This is an optimization exercise on Yosys and OpenROAD, whose aim is small area, a short achievable clock period and few clock cycles per item, not a production implementation.
RTL that was checked went through simulation tests only; none was proved equivalent to the original.
The RTL of run 1 was laid out without a check of its function.

`design/flow/constraint.sdc`:
```
create_clock -name core_clock -period 110.0 [get_ports {CLK}]
set_input_delay 22.0000 -clock core_clock [delete_from_list [all_inputs] [get_ports {CLK}]]
set_output_delay 22.0000 -clock core_clock [all_outputs]
set_load 0.01 [all_outputs]
```
`design/flow/config.mk`:
```
export PLATFORM = sky130hd
export DESIGN_NAME = Bicubic
export DESIGN_NICKNAME = Bicubic
export VERILOG_FILES = /design/flow/design.v
export SDC_FILE = /design/flow/constraint.sdc
export NUM_CORES = 4
export LEC_CHECK = 0
export CAP_MARGIN = 20
export CORE_MARGIN = 2
export CORE_UTILIZATION = 40
export SLEW_MARGIN = 20
```
`design/flow/design.v`:
```
module Bicubic(
           input CLK,
           input RST,
           input enable,
           input [7:0] input_data,
           output reg [13:0] iaddr,
           output reg ird,
           output reg we,
           output reg [13:0] waddr,
           output reg [7:0] output_data,
           input [6:0] V0,
           input [6:0] H0,
           input [4:0] SW,
           input [4:0] SH,
           input [5:0] TW,
           input [5:0] TH,
           output reg DONE
       );
localparam S_IDLE = 3'd0,
           S_LOAD = 3'd1,
           S_DIV  = 3'd2,
           S_ROW  = 3'd3,
           S_RUN  = 3'd4,
           S_END  = 3'd5;
reg [2:0] state;
reg [6:0] rV0, rH0;
reg [4:0] rSW, rSH;
reg [5:0] rTW, rTH;
always @(posedge CLK) begin
    rV0 <= V0; rH0 <= H0; rSW <= SW; rSH <= SH; rTW <= TW; rTH <= TH;
end
wire [5:0] tw1 = rTW - 6'd1;
wire [5:0] th1 = rTH - 6'd1;
reg [19:0] hq, vq;
reg [5:0]  hr, vr;
reg [4:0]  cnt;
reg [5:0]  x, y;
reg [19:0] col, row;       
reg [5:0]  crem, rrem;
wire [4:0]  ci = col[19:15];
wire [14:0] cf = col[14:0];
wire [14:0] rf = row[14:0];
reg [7:0] W0, W1, W2, W3, N;
reg [4:0] base;
reg [2:0] wcnt;
reg       nvalid;
reg [5:0] rdj;             
reg [1:0] rdk;             
reg       rdact;           
reg       v1;              
reg [7:0] P0, P1, P2, P3;
reg [2:0] pcnt;
wire doV = (state == S_RUN) && (pcnt == 3'd4);
wire doH = (state == S_RUN) && !doV && (wcnt == 3'd4) && (base == ci);
wire [7:0] k0 = doV ? P0 : W0;
wire [7:0] k1 = doV ? P1 : W1;
wire [7:0] k2 = doV ? P2 : W2;
wire [7:0] k3 = doV ? P3 : W3;
wire [14:0] kf = doV ? rf : cf;
wire signed [11:0] ka = $signed({4'd0, k3}) - $signed({4'd0, k0})
                      + $signed({3'd0, k1, 1'b0}) + $signed({4'd0, k1})
                      - $signed({3'd0, k2, 1'b0}) - $signed({4'd0, k2});
wire signed [11:0] kb = $signed({3'd0, k0, 1'b0}) + $signed({2'd0, k2, 2'b0})
                      - $signed({2'd0, k1, 2'b0}) - $signed({4'd0, k1})
                      - $signed({4'd0, k3});
wire signed [9:0]  kc = $signed({2'd0, k2}) - $signed({2'd0, k0});
wire signed [15:0] kfs = $signed({1'b0, kf});
wire signed [27:0] s1 = ka * kfs + $signed({kb, 15'd0});
wire signed [43:0] s2 = s1 * kfs + $signed({kc, 30'd0});
wire signed [58:0] s3 = s2 * kfs + $signed({2'b00, k1, 1'b0, 45'd0});
wire [12:0] rnd = s3[58:46] + {12'd0, s3[45]};
wire [7:0] kres = s3[58] ? 8'd0 : ((|rnd[12:8]) ? 8'd255 : rnd[7:0]);
wire [6:0]  crem_s = {1'b0, crem} + {1'b0, hr};
wire        ccar   = crem_s >= {1'b0, tw1};
wire [19:0] col_n  = col + hq + {19'd0, ccar};
wire [5:0]  crem_n = ccar ? crem_s[5:0] - tw1 : crem_s[5:0];
wire [6:0]  rrem_s = {1'b0, rrem} + {1'b0, vr};
wire        rcar   = rrem_s >= {1'b0, th1};
wire [19:0] row_n  = row + vq + {19'd0, rcar};
wire [5:0]  rrem_n = rcar ? rrem_s[5:0] - th1 : rrem_s[5:0];
wire [6:0] hdt = {hr, hq[19]};
wire       hdb = hdt >= {1'b0, tw1};
wire [6:0] vdt = {vr, vq[19]};
wire       vdb = vdt >= {1'b0, th1};
wire [4:0] ci_next = doH ? col_n[19:15] : ci;
wire       shift   = (state == S_RUN) && nvalid && (ci_next != base);
wire [5:0] lastcol = {1'b0, rSW} + 6'd2;
wire       rdstart = (state == S_RUN) && !rdact && (rdj <= lastcol) && ({1'b0, rdj} <= {2'b0, base} + 7'd4);
wire       rdgo    = rdact || rdstart;
wire [13:0] rowaddr = {1'b0, rH0, 6'd0} + {2'b0, rH0, 5'd0} + {5'b0, rH0, 2'd0}
                    + {7'd0, rV0} + {9'd0, row[19:15]} - 14'd101;
always @(posedge CLK or posedge RST) begin
    if (RST) begin
        state <= S_IDLE;
        DONE  <= 1'b0;
        we    <= 1'b0;
        ird   <= 1'b0;
    end else begin
        case (state)
        S_IDLE: begin
            DONE <= 1'b0;
            we   <= 1'b0;
            ird  <= 1'b0;
            if (enable) state <= S_LOAD;
        end
        S_LOAD: begin
            state <= S_DIV;
        end
        S_DIV: begin
            if (cnt == 5'd19) state <= S_ROW;
        end
        S_ROW: begin
            state <= S_RUN;
        end
        S_RUN: begin
            ird <= rdgo;
            we  <= doH;
            if (doH && x == tw1 && y == th1) state <= S_END;
        end
        S_END: begin
            we   <= 1'b0;
            ird  <= 1'b0;
            DONE <= 1'b1;
        end
        default: state <= S_IDLE;
        endcase
    end
end
always @(posedge CLK) begin
    case (state)
    S_LOAD: begin
        hq  <= {rSW - 5'd1, 15'd0};
        vq  <= {rSH - 5'd1, 15'd0};
        hr  <= 6'd0;
        vr  <= 6'd0;
        cnt <= 5'd0;
        y   <= 6'd0;
        row <= 20'd0;
        rrem <= 6'd0;
        waddr <= 14'h3fff;
    end
    S_DIV: begin
        cnt <= cnt + 5'd1;
        hr  <= hdb ? hdt[5:0] - tw1 : hdt[5:0];
        hq  <= {hq[18:0], hdb};
        vr  <= vdb ? vdt[5:0] - th1 : vdt[5:0];
        vq  <= {vq[18:0], vdb};
    end
    default: ;
    endcase
    if (state == S_ROW || (state == S_RUN && doH && x == tw1)) begin
        x      <= 6'd0;
        col    <= 20'd0;
        crem   <= 6'd0;
        base   <= 5'd0;
        wcnt   <= 3'd0;
        nvalid <= 1'b0;
        rdj    <= 6'd0;
        rdk    <= 2'd0;
        rdact  <= 1'b0;
        pcnt   <= 3'd0;
        v1     <= 1'b0;
        if (state == S_RUN) begin
            y    <= y + 6'd1;
            row  <= row_n;
            rrem <= rrem_n;
        end
    end else if (state == S_RUN) begin
        v1 <= ird;
        if (rdgo) begin
            if (rdstart && rdj == 6'd0) iaddr <= rowaddr;
            else if (rdstart)           iaddr <= iaddr + 14'd97;
            else                        iaddr <= iaddr + 14'd1;
            rdk   <= rdk + 2'd1;
            rdact <= (rdk != 2'd3);
            if (rdk == 2'd3) rdj <= rdj + 6'd1;
        end
        if (v1) begin
            P0 <= P1; P1 <= P2; P2 <= P3; P3 <= input_data;
        end
        if (doV) pcnt <= v1 ? 3'd1 : 3'd0;
        else if (v1) pcnt <= pcnt + 3'd1;
        if (shift) begin
            W0 <= W1; W1 <= W2; W2 <= W3; W3 <= N;
            base <= base + 5'd1;
            nvalid <= doV;
            if (doV) N <= kres;
        end else if (doV) begin
            if (wcnt != 3'd4) begin
                W0 <= W1; W1 <= W2; W2 <= W3; W3 <= kres;
                wcnt <= wcnt + 3'd1;
            end else begin
                N <= kres;
                nvalid <= 1'b1;
            end
        end
        if (doH) begin
            x    <= x + 6'd1;
            col  <= col_n;
            crem <= crem_n;
        end
    end
    if (state == S_RUN && doH) begin
        output_data <= kres;
        waddr <= waddr + 14'd1;
    end
end
endmodule
```
`design/flow/run.sh`:
```
#!/bin/bash
# synth_recipe.tcl (not shown) runs the flow's synth.tcl, then flattens the netlist and writes it again
# the make line also repeats each setting of config.mk as NAME=value (left out here)
make -C /OpenROAD-flow-scripts/flow DESIGN_CONFIG=/design/flow/config.mk WORK_HOME=/design/flow/orfs CLKGATE_MAP_FILE= SYNTH_SCRIPT=/design/flow/synth_recipe.tcl finish
```
==> results of run 1 <==
## cell type report
class	count	area [µm²]
repair buffers	182	1580
multi-input cells	4907	48500
clock inverters	15	145
diodes	1	2.50
inverters	1566	5880
flip-flops and latches	293	7550
fillers	15400	88900
well taps	2058	2570
clock buffers	33	719
## state kept, by name, indices dropped and copies added (netlist names), 14 cells and up
name	flops
row	20
col	20
vq	20
iaddr	14
waddr	14
hq	20
## critical path: cells and delay by family, from the launching register on
family | cells | cell delay, ps
compound gates | 24 | 6500
fa+ha+maj | 25 | 11640
flops | 1 | 630
buf+inv | 13 | 1840
simple gates | 18 | 4060
xor+xnor | 2 | 900
mux | 1 | 210
## per-stage QoR
| stage | hold WS [ps] | util [%] | cell area, µm² |
|---|---|---|---|
| floorplan | 420 | - | 62500 |
| global placement | 428 | 42.3 | 66000 |
| detailed placement | 431 | 42.4 | 66000 |
| CTS | 451 | 42.9 | 66900 |
| global route | 460 | 42.9 | 66900 |
| finish | 451 | 42.9 | 66900 |
## how the worst min path moves through the flow
stage                       to             from  slack (ps)  cells after the start
2_1_floorplan  W2[1]$_DFFE_PP_  W3[1]$_DFFE_PP_         420                      0
3_3_place_gp   P0[6]$_DFFE_PP_  P1[6]$_DFFE_PP_         430                      0
3_5_place_dp   P0[6]$_DFFE_PP_  P1[6]$_DFFE_PP_         430                      0
4_1_cts        P0[5]$_DFFE_PP_  P1[5]$_DFFE_PP_         450                      0
5_1_grt        P0[5]$_DFFE_PP_  P1[5]$_DFFE_PP_         460                      0
6_report       W0[4]$_DFFE_PP_  W1[4]$_DFFE_PP_         450                      0
## metal layers
metal  share of wire [%]  wire (µm)  global-route usage [%]
met2                  47      82400                    38.0
met3                 7.1      12400                    3.14
met5               0.011         20                       0
met4                 3.4       5930                    6.67
met1                  42      74300                    30.4
## Yosys cell counts, drive strengths merged (7+ instances only)
cell	number
inv	1566
fa	1219
nand2	870
nor2	698
ha	559
a21oi	205
clkbuf	205
xnor2	188
edfxtp	165
o21ai	137
xor2	126
dfxtp	122
a21o	100
and2	87
nand3	82
nor3	78
mux2i	62
and3	57
nand2b	54
a31oi	41
buf	39
o21a	34
o21bai	32
nand4	31
nor2b	27
or3	24
a211oi	15
o211ai	13
mux2	12
o31ai	12
a311oi	11
or2	11
nor4	10
a311o	9
o2111ai	8
a2111oi	7
maj3	7
nand3b	7
## cell families after synthesis
group | Yosys count | synth area share [%]
compound gates | 669 | 6.85
fa+ha+maj | 1785 | 50.3
flops | 293 | 12.1
buf+inv | 1810 | 10.9
simple gates | 2065 | 14.2
mux | 74 | 1.21
xor+xnor | 314 | 4.42
==> summary.md, run 1 <==
| Metric | Value |
|---|---|
| Largest net degree at the start of global routing | `58` |
| Ys async rst share | `2.05%` |
| Rows | `~150` |
| Die area | `roughly 160000 µm²` |
| Post-layout minimum cycle time | `26100 ps` |
| Pre-CTS setup slack | `~84000 ps` |
| Core area | `about 160000 µm²` |
| I/O Pins | `86` |
| Antenna violations before repair | `2` |
| Num Clock Sinks | `293` |
| Worst setup path endpoint | `W3[6]$_DFFE_PP_` |
| Fin cells | `9055` |
| Cell Area, Synth | `62500 µm²` |
| Worst skew pair latency | `600 ps` |
| Mapped Cells | `around 7k` |
| Vias in the first global route | `49.3k` |
| Area leader, netlist | `fa_1` |
| Worst Setup Start Kind | `register` |
| Top_reg_cell synth | `edfxtp_1` |
| Share of layout cells above drive strength 1 | `3.26%` |
| Most frequent cells in the layout | `inv_1, fa_1, nand2_1` |
| Yosys cell types | `87` |
| Top cell type's share of synthesized area | `39.0%` |
| Crit-path slowest cell | `o21ai_1` |
| Post-Syn Nets | `just under 9k` |
| Global-route wire length before repair | `281 mm` |
| Remaining DRCs | `0` |
| Most frequent CP cell | `fa_1` |
| Reg2reg start | `state[1]$_DFFE_PP0P_` |
| Total CTS buffers | `26` |
| Critical Path AT | `around 26000 ps` |
| Unrepaired setup endpoints after global routing | `no` |
| Total gr overflow | `0` |
| CTS tree | `yes` |
| Post-CTS Setup Inserts | `0` |
| Post-Place Cells | `9006` |
| Drt total wl | `~180 mm` |
| WL/cell | `19.3 µm` |
| F_max | `around 38 MHz` |
| Least-Margin Pin Slew | `1190 ps` |
| Hold-fix buffers, CTS | `0` |
| Critical path type | `reg -> reg` |
| CTS root buffer | `clkbuf_16` |
| Fin crit share | `23.7%` |
| Critical path fanouts, max | `42` |
| Final setup fails | `0` |
| Antenna viol nets, final | `0` |
| Setup ws final | `83900 ps` |
| Ys Warns | `1` |
| Drt pass-1 iters | `6` |
| Synth-to-layout area growth | `6.97%` |
| Worst Path Required | `roughly 110000 ps` |
| 1st-iter DRT viols | `3126` |
| Htree depth | `1` |
| Status | `finished clean` |
| Global-route usage over all layers | `22.7%` |
| Final Hold Vio Count | `0` |
| Worst r2r dst | `W3[6]$_DFFE_PP_` |
| Via density | `just over 5` |
| Number of I/O port buffers | `85` |
| Nets | `8801` |
| Worst Setup SP | `state[1]$_DFFE_PP0P_` |
| Clk slew on worst S/H paths | `70 ps` |
| Die H | `399 µm` |
| R2R depth | `83` |
| Seq/Total Area, Yosys | `12.1%` |
| Area contributors post-synth | `fa_1, ha_1, inv_1, edfxtp_1, nand2_1` |
| Final HPWL DP | `141 mm` |
| CP endpoint kind | `register` |
| Vias | `approximately 47k` |
| Slew Limit Fails | `0` |
| Die Width | `399 µm` |
| R2r setup slk | `83900 ps` |
| EDFF count, synth | `165` |
| Yosys reg bits | `293` |
| Starting density of the core | `40.1%` |
| # Max-Cap Violations | `0` |
| Resize count post-CTS | `0` |
| Syn_area_per_cell | `between 8 and 9 µm²` |
| Clk buf depth | `3` |
| Hold Crit Class | `reg -> reg` |
| Slew margin rel. | `20.3%` |
| RePlAce Congestion | `0.923` |
| Total Neg Setup Slack | `0 ps` |
| CP max stage delay | `between 800 and 900 ps` |
| Commonest non-fill, non-tap cell in the layout | `inv_1` |
| Clk_skew | `22.6 ps` |
==> run 2, diff against run 1 <==
--- a/design/flow/design.v
+++ b/design/flow/design.v
@@ -40,10 +40,14 @@
 wire [4:0]  ci = col[19:15];
 wire [14:0] cf = col[14:0];
 wire [14:0] rf = row[14:0];
-reg [7:0] W0, W1, W2, W3, N;
+localparam QN = 6;
+reg [8*QN-1:0] Q;
 reg [4:0] base;
-reg [2:0] wcnt;
-reg       nvalid;
+reg [3:0] qcnt;
+wire [7:0] W0 = Q[7:0];
+wire [7:0] W1 = Q[15:8];
+wire [7:0] W2 = Q[23:16];
+wire [7:0] W3 = Q[31:24];
 reg [5:0] rdj;             
 reg [1:0] rdk;             
 reg       rdact;           
@@ -51,25 +55,21 @@
 reg [7:0] P0, P1, P2, P3;
 reg [2:0] pcnt;
 wire doV = (state == S_RUN) && (pcnt == 3'd4);
-wire doH = (state == S_RUN) && !doV && (wcnt == 3'd4) && (base == ci);
+wire doH = (state == S_RUN) && !doV && (qcnt >= 4'd4) && (base == ci);
 wire [7:0] k0 = doV ? P0 : W0;
 wire [7:0] k1 = doV ? P1 : W1;
 wire [7:0] k2 = doV ? P2 : W2;
 wire [7:0] k3 = doV ? P3 : W3;
 wire [14:0] kf = doV ? rf : cf;
-wire signed [11:0] ka = $signed({4'd0, k3}) - $signed({4'd0, k0})
-                      + $signed({3'd0, k1, 1'b0}) + $signed({4'd0, k1})
-                      - $signed({3'd0, k2, 1'b0}) - $signed({4'd0, k2});
-wire signed [11:0] kb = $signed({3'd0, k0, 1'b0}) + $signed({2'd0, k2, 2'b0})
-                      - $signed({2'd0, k1, 2'b0}) - $signed({4'd0, k1})
-                      - $signed({4'd0, k3});
-wire signed [9:0]  kc = $signed({2'd0, k2}) - $signed({2'd0, k0});
-wire signed [15:0] kfs = $signed({1'b0, kf});
-wire signed [27:0] s1 = ka * kfs + $signed({kb, 15'd0});
-wire signed [43:0] s2 = s1 * kfs + $signed({kc, 30'd0});
-wire signed [58:0] s3 = s2 * kfs + $signed({2'b00, k1, 1'b0, 45'd0});
-wire [12:0] rnd = s3[58:46] + {12'd0, s3[45]};
-wire [7:0] kres = s3[58] ? 8'd0 : ((|rnd[12:8]) ? 8'd255 : rnd[7:0]);
+wire [10:0] kA = {3'd0, k1, 1'b0} + {3'd0, k1} + {3'd0, k3} - {3'd0, k0}
+               - {3'd0, k2, 1'b0} - {3'd0, k2} + 11'd1024;
+wire [11:0] kB = {3'd0, k0, 1'b0} + {2'd0, k2, 2'b0} - {2'd0, k1, 2'b0}
+               - {4'd0, k1} - {4'd0, k3} + 12'd2048;
+wire [8:0]  kC = {1'b0, k2} - {1'b0, k0} + 9'd256;
+wire [26:0] S1 = kA * kf + {kB, 15'd0} - {12'd0, kf, 10'd0};
+wire [40:0] S2 = S1 * kf + {2'd0, kC, 30'd0} + {41'h3 << 38} - {kf, 26'd0};
+wire [55:0] kQ = S2 * kf + {2'd0, k1, 46'd0} + (56'd1 << 45) + (56'd1 << 54) - {1'b0, kf, 40'd0};
+wire [7:0] kres = kQ[55] ? 8'd255 : (kQ[54] ? kQ[53:46] : 8'd0);
 wire [6:0]  crem_s = {1'b0, crem} + {1'b0, hr};
 wire        ccar   = crem_s >= {1'b0, tw1};
 wire [19:0] col_n  = col + hq + {19'd0, ccar};
@@ -83,9 +83,10 @@
 wire [6:0] vdt = {vr, vq[19]};
 wire       vdb = vdt >= {1'b0, th1};
 wire [4:0] ci_next = doH ? col_n[19:15] : ci;
-wire       shift   = (state == S_RUN) && nvalid && (ci_next != base);
+wire       shift   = (state == S_RUN) && (qcnt >= 4'd5) && (ci_next != base);
+wire [3:0] qpos    = shift ? qcnt - 4'd1 : qcnt;
 wire [5:0] lastcol = {1'b0, rSW} + 6'd2;
-wire       rdstart = (state == S_RUN) && !rdact && (rdj <= lastcol) && ({1'b0, rdj} <= {2'b0, base} + 7'd4);
+wire       rdstart = (state == S_RUN) && !rdact && (rdj <= lastcol) && ({1'b0, rdj} <= {2'b0, base} + QN - 1);
 wire       rdgo    = rdact || rdstart;
 wire [13:0] rowaddr = {1'b0, rH0, 6'd0} + {2'b0, rH0, 5'd0} + {5'b0, rH0, 2'd0}
                     + {7'd0, rV0} + {9'd0, row[19:15]} - 14'd101;
@@ -126,6 +127,7 @@
         endcase
     end
 end
+integer i;
 always @(posedge CLK) begin
     case (state)
     S_LOAD: begin
@@ -153,8 +155,7 @@
         col    <= 20'd0;
         crem   <= 6'd0;
         base   <= 5'd0;
-        wcnt   <= 3'd0;
-        nvalid <= 1'b0;
+        qcnt   <= 4'd0;
         rdj    <= 6'd0;
         rdk    <= 2'd0;
         rdact  <= 1'b0;
@@ -180,20 +181,14 @@
         end
         if (doV) pcnt <= v1 ? 3'd1 : 3'd0;
         else if (v1) pcnt <= pcnt + 3'd1;
-        if (shift) begin
-            W0 <= W1; W1 <= W2; W2 <= W3; W3 <= N;
-            base <= base + 5'd1;
-            nvalid <= doV;
-            if (doV) N <= kres;
-        end else if (doV) begin
-            if (wcnt != 3'd4) begin
-                W0 <= W1; W1 <= W2; W2 <= W3; W3 <= kres;
-                wcnt <= wcnt + 3'd1;
-            end else begin
-                N <= kres;
-                nvalid <= 1'b1;
-            end
-        end
+        for (i = 0; i < QN; i = i + 1) begin
+            if (doV && qpos == i)
+                Q[8*i +: 8] <= kres;
+            else if (shift && i < QN - 1)
+                Q[8*i +: 8] <= Q[8*i + 8 +: 8];
+        end
+        if (shift) base <= base + 5'd1;
+        qcnt <= qcnt + {3'd0, doV} - {3'd0, shift};
         if (doH) begin
             x    <= x + 6'd1;
             col  <= col_n;
==> summary.md, run 2 <==
| Metric | Value |
|---|---|
| RePlAce Congestion | `0.881 (-4.5%)` |
| Cell with the most instances after synthesis | `inv_1` |
| Remaining DRCs | `0 (unchanged)` |
| Slew margin rel. | `22.5% (+2.3 points)` |
| Placed cell areas | `61400 µm² (-7.0%)` |
| Global-route wire length before repair | `253 mm (-10%)` |
| Top_reg_cell synth | `edfxtp_1` |
| CTS tree | `yes` |
| Fin crit share | `23.3% (-0.43 points)` |
| Yosys cell types | `94 (+8.0%)` |
| Area leader, netlist | `fa_1` |
| Global-route usage over all layers | `21.6% (-1.1 points)` |
| Total Neg Setup Slack | `0 ps (unchanged)` |
| Total CTS buffers | `34 (+31%)` |
| R2r setup slk | `84360 ps (+470 ps)` |
| Biggest register | `Q` |
| Largest net degree at the start of global routing | `56 (-3.4%)` |
| Slew Limit Fails | `0 (unchanged)` |
| Post-layout minimum cycle time | `25640 ps (-468 ps)` |
| Die Width | `385 µm (-3.6%)` |
| Ys Warns | `2 (+1)` |
| Worst setup path endpoint | `Q[4]$_DFFE_PP_` |
| Worst r2r dst | `Q[4]$_DFFE_PP_` |
| Die area | `148000 µm² (-7.0%)` |
| Top cell type's share of synthesized area | `37.7% (-1.3 points)` |
| Clk_skew | `43.0 ps (+20.4 ps)` |
| Post-route cell area | `62500 µm² (-6.6%)` |
| Core area | `144000 µm² (-7.6%)` |
| F_max | `39.0 MHz (+1.8%)` |
| Worst Setup SP | `state[1]$_DFFE_PP0P_` |
| Critical path type | `reg -> reg` |
| # Max-Cap Violations | `0 (unchanged)` |
| Via density | `5.14 (about the same)` |
| Hold-fix buffers, CTS | `0 (unchanged)` |
| Commonest non-fill, non-tap cell in the layout | `inv_1` |
| Least-Margin Pin Slew | `1160 ps (-25.5 ps)` |
| Post-synth top cells | `inv_1, fa_1, nand2_1` |
| Most frequent CP cell | `fa_1` |
| Fin cells | `8311 (-8.2%)` |
| Unrepaired setup endpoints after global routing | `no` |
| CTS root buffer | `clkbuf_16` |
| Worst Setup Start Kind | `register` |
| Nets | `8066 (-8.4%)` |
| Cell Area, Synth | `58100 µm² (-7.1%)` |
| Post-Syn Nets | `8091 (-8.4%)` |
| Antenna viol nets, final | `0 (unchanged)` |
| Number of I/O port buffers | `85 (unchanged)` |
| Crit-path slowest cell | `and2_2` |
| CP endpoint kind | `register` |
| Reg2reg start | `state[1]$_DFFE_PP0P_` |
| Mapped Cells | `6407 (-8.6%)` |
| Resize count post-CTS | `0 (unchanged)` |
| Syn_area_per_cell | `9.07 µm² (+1.7%)` |
| Seq/Total Area, Yosys | `13.4% (+1.3 points)` |
| Final setup fails | `0 (unchanged)` |
| Clk buf depth | `3 (unchanged)` |
| Num Clock Sinks | `301 (+2.7%)` |
| Drt total wl | `156 mm (-11%)` |
| Area contributors post-synth | `fa_1, ha_1, inv_1, edfxtp_1, nand2_1` |
| Most frequent cells in the layout | `inv_1, fa_1, nand2_1` |
| Max FFs per register | `48` |
| Antenna violations before repair | `3 (+1)` |
| Yosys reg bits | `301 (+2.7%)` |
| 1st-iter DRT viols | `2642 (-15%)` |
| Share of layout cells above drive strength 1 | `4.14% (+0.88 points)` |
| Worst skew pair latency | `550 ps (-50 ps)` |
| Starting density of the core | `40.4% (+0.24 points)` |
| CP max stage delay | `780 ps (-50 ps)` |
| EDFF count, synth | `173 (+4.8%)` |
| Total gr overflow | `0 (unchanged)` |
| Critical Path AT | `26000 ps (-440 ps)` |
| Rows | `139 (-4.1%)` |
| WL/cell | `18.7 µm (-3.1%)` |
| Ys async rst share | `1.99% (-0.054 points)` |
| Hold path depth | `0 (unchanged)` |
| Htree depth | `2 (+1)` |
| Hold Crit Class | `reg -> reg` |
| Status | `finished clean` |
| Post-CTS Setup Inserts | `0 (unchanged)` |
| I/O Pins | `86 (unchanged)` |
| Critical path fanouts, max | `31 (-26%)` |
| Post-Place Cells | `8249 (-8.4%)` |
| Synth-to-layout area growth | `7.54%` |
| Final Hold Vio Count | `0 (unchanged)` |
| Clk slew on worst S/H paths | `60 ps (about the same)` |
| Die H | `385 µm (-3.6%)` |
| Final HPWL DP | `123 mm (-13%)` |
| FILL cells | `14.2k (-7.5%)` |
| Vias in the first global route | `45.6k (-7.6%)` |
| Worst Path Required | `110360 ps (+30 ps)` |
| Vias | `42.7k (-8.2%)` |
| Drt pass-1 iters | `5 (-1)` |
| R2R depth | `84 (+1.2%)` |
-- run 2: changes by cell type after synthesis, sizes merged, moves of 16 or more --
cell,delta
ha,-16
and3,-16
mux2,+31
a31oi,-26
and2,+69
xor2,-20
nor2,-220
nor3,-29
inv,-164
fa,-125
xnor2,-32
-- run 2: cell type report --
cell class,count,area [µm²],area share (%)
Inverter,1402,5260,8.42
Sequential cell,301,7790,12.5
Clock buffer,48,963,1.54
Clock inverter,13,166,0.266
Timing Repair Buffer,182,1600,2.56
Antenna cell,1,2.50,0.00400
Tap cell,1903,2380,3.81
Multi-Input combinational cell,4461,44400,71.0
-- run 2: cell families after synthesis --
kind of cell / Yosys count / share of synthesized area (%)
buf+inv: 1645 / 10.6
other cells: 1 / 0.00645
flops: 301 / 13.4
compound gates: 620 / 6.80
simple gates: 1844 / 13.9
xor+xnor: 262 / 3.95
fa+ha+maj: 1640 / 49.4
mux: 94 / 1.89
-- run 2: how the worst min path moves through the flow --
stage	from	to	slack [ps]
after detailed placement	P2[0]$_DFFE_PP_	P1[0]$_DFFE_PP_	430
after global placement	P2[0]$_DFFE_PP_	P1[0]$_DFFE_PP_	430
after global routing	P1[6]$_DFFE_PP_	P0[6]$_DFFE_PP_	450
after CTS	P1[6]$_DFFE_PP_	P0[6]$_DFFE_PP_	440
final	P1[6]$_DFFE_PP_	P0[6]$_DFFE_PP_	440
after floorplan	P1[1]$_DFFE_PP_	P0[1]$_DFFE_PP_	430
-- run 2: metrics by stage --
stage	util [%]	setup slack, ps	hold WS, ps
after floorplan	-	87540	426
after global placement	42.6	85330	430
after detailed placement	42.6	84770	432
after CTS	43.4	84650	444
after global routing	43.4	82610	452
final	43.4	84360	439
-- run 2: critical path, delay by kind of cell (launching register included) --
family / cells / cell delay [ps]
compound gates: 20 / 5370
flops: 1 / 490
mux: 2 / 620
fa+ha+maj: 23 / 10640
xor+xnor: 6 / 2510
buf+inv: 17 / 1810
simple gates: 16 / 3870
-- run 2: per-layer routing --
layer	track usage, %	part of all wire, %	up-vias
li1	-	-	19600
met1	29.1	43	21800
met2	37.0	49	1137
met3	2.49	5.5	214
met4	5.22	2.5	0
met5	0	0	-
Testbench counts of run 2, summed over its fixed seeds: cycles 133,827, pixels 56,749.

[re-timing with driven ports]
How much do the figures lean on ideal ports? The routed layouts below were timed once more, with nothing changed but the port constraints. Step 1, drivers: a clkbuf_16 drives CLK and a buf_2 each remaining input, both assumed. Step 2 moves the port delays by t, midway between the first and last clock arrival at a register: inputs arrive t later, outputs are due t later. That takes back most of the time a late clock gives input paths. Three values: ideal, step 1, step 2; two values: the first two.
| run | t, ns | slack for setup (ns) | worst hold slack (ns) |
|---|---|---|---|
| run 1 | 0.638 | 83.896 / 83.896 / 83.896 | 0.451 / 0.451 / 0.451 |
| run 2 | 0.594 | 84.364 / 84.364 / 84.364 | 0.439 / 0.439 / 0.439 |
After both steps setup and hold are still met in every run listed.
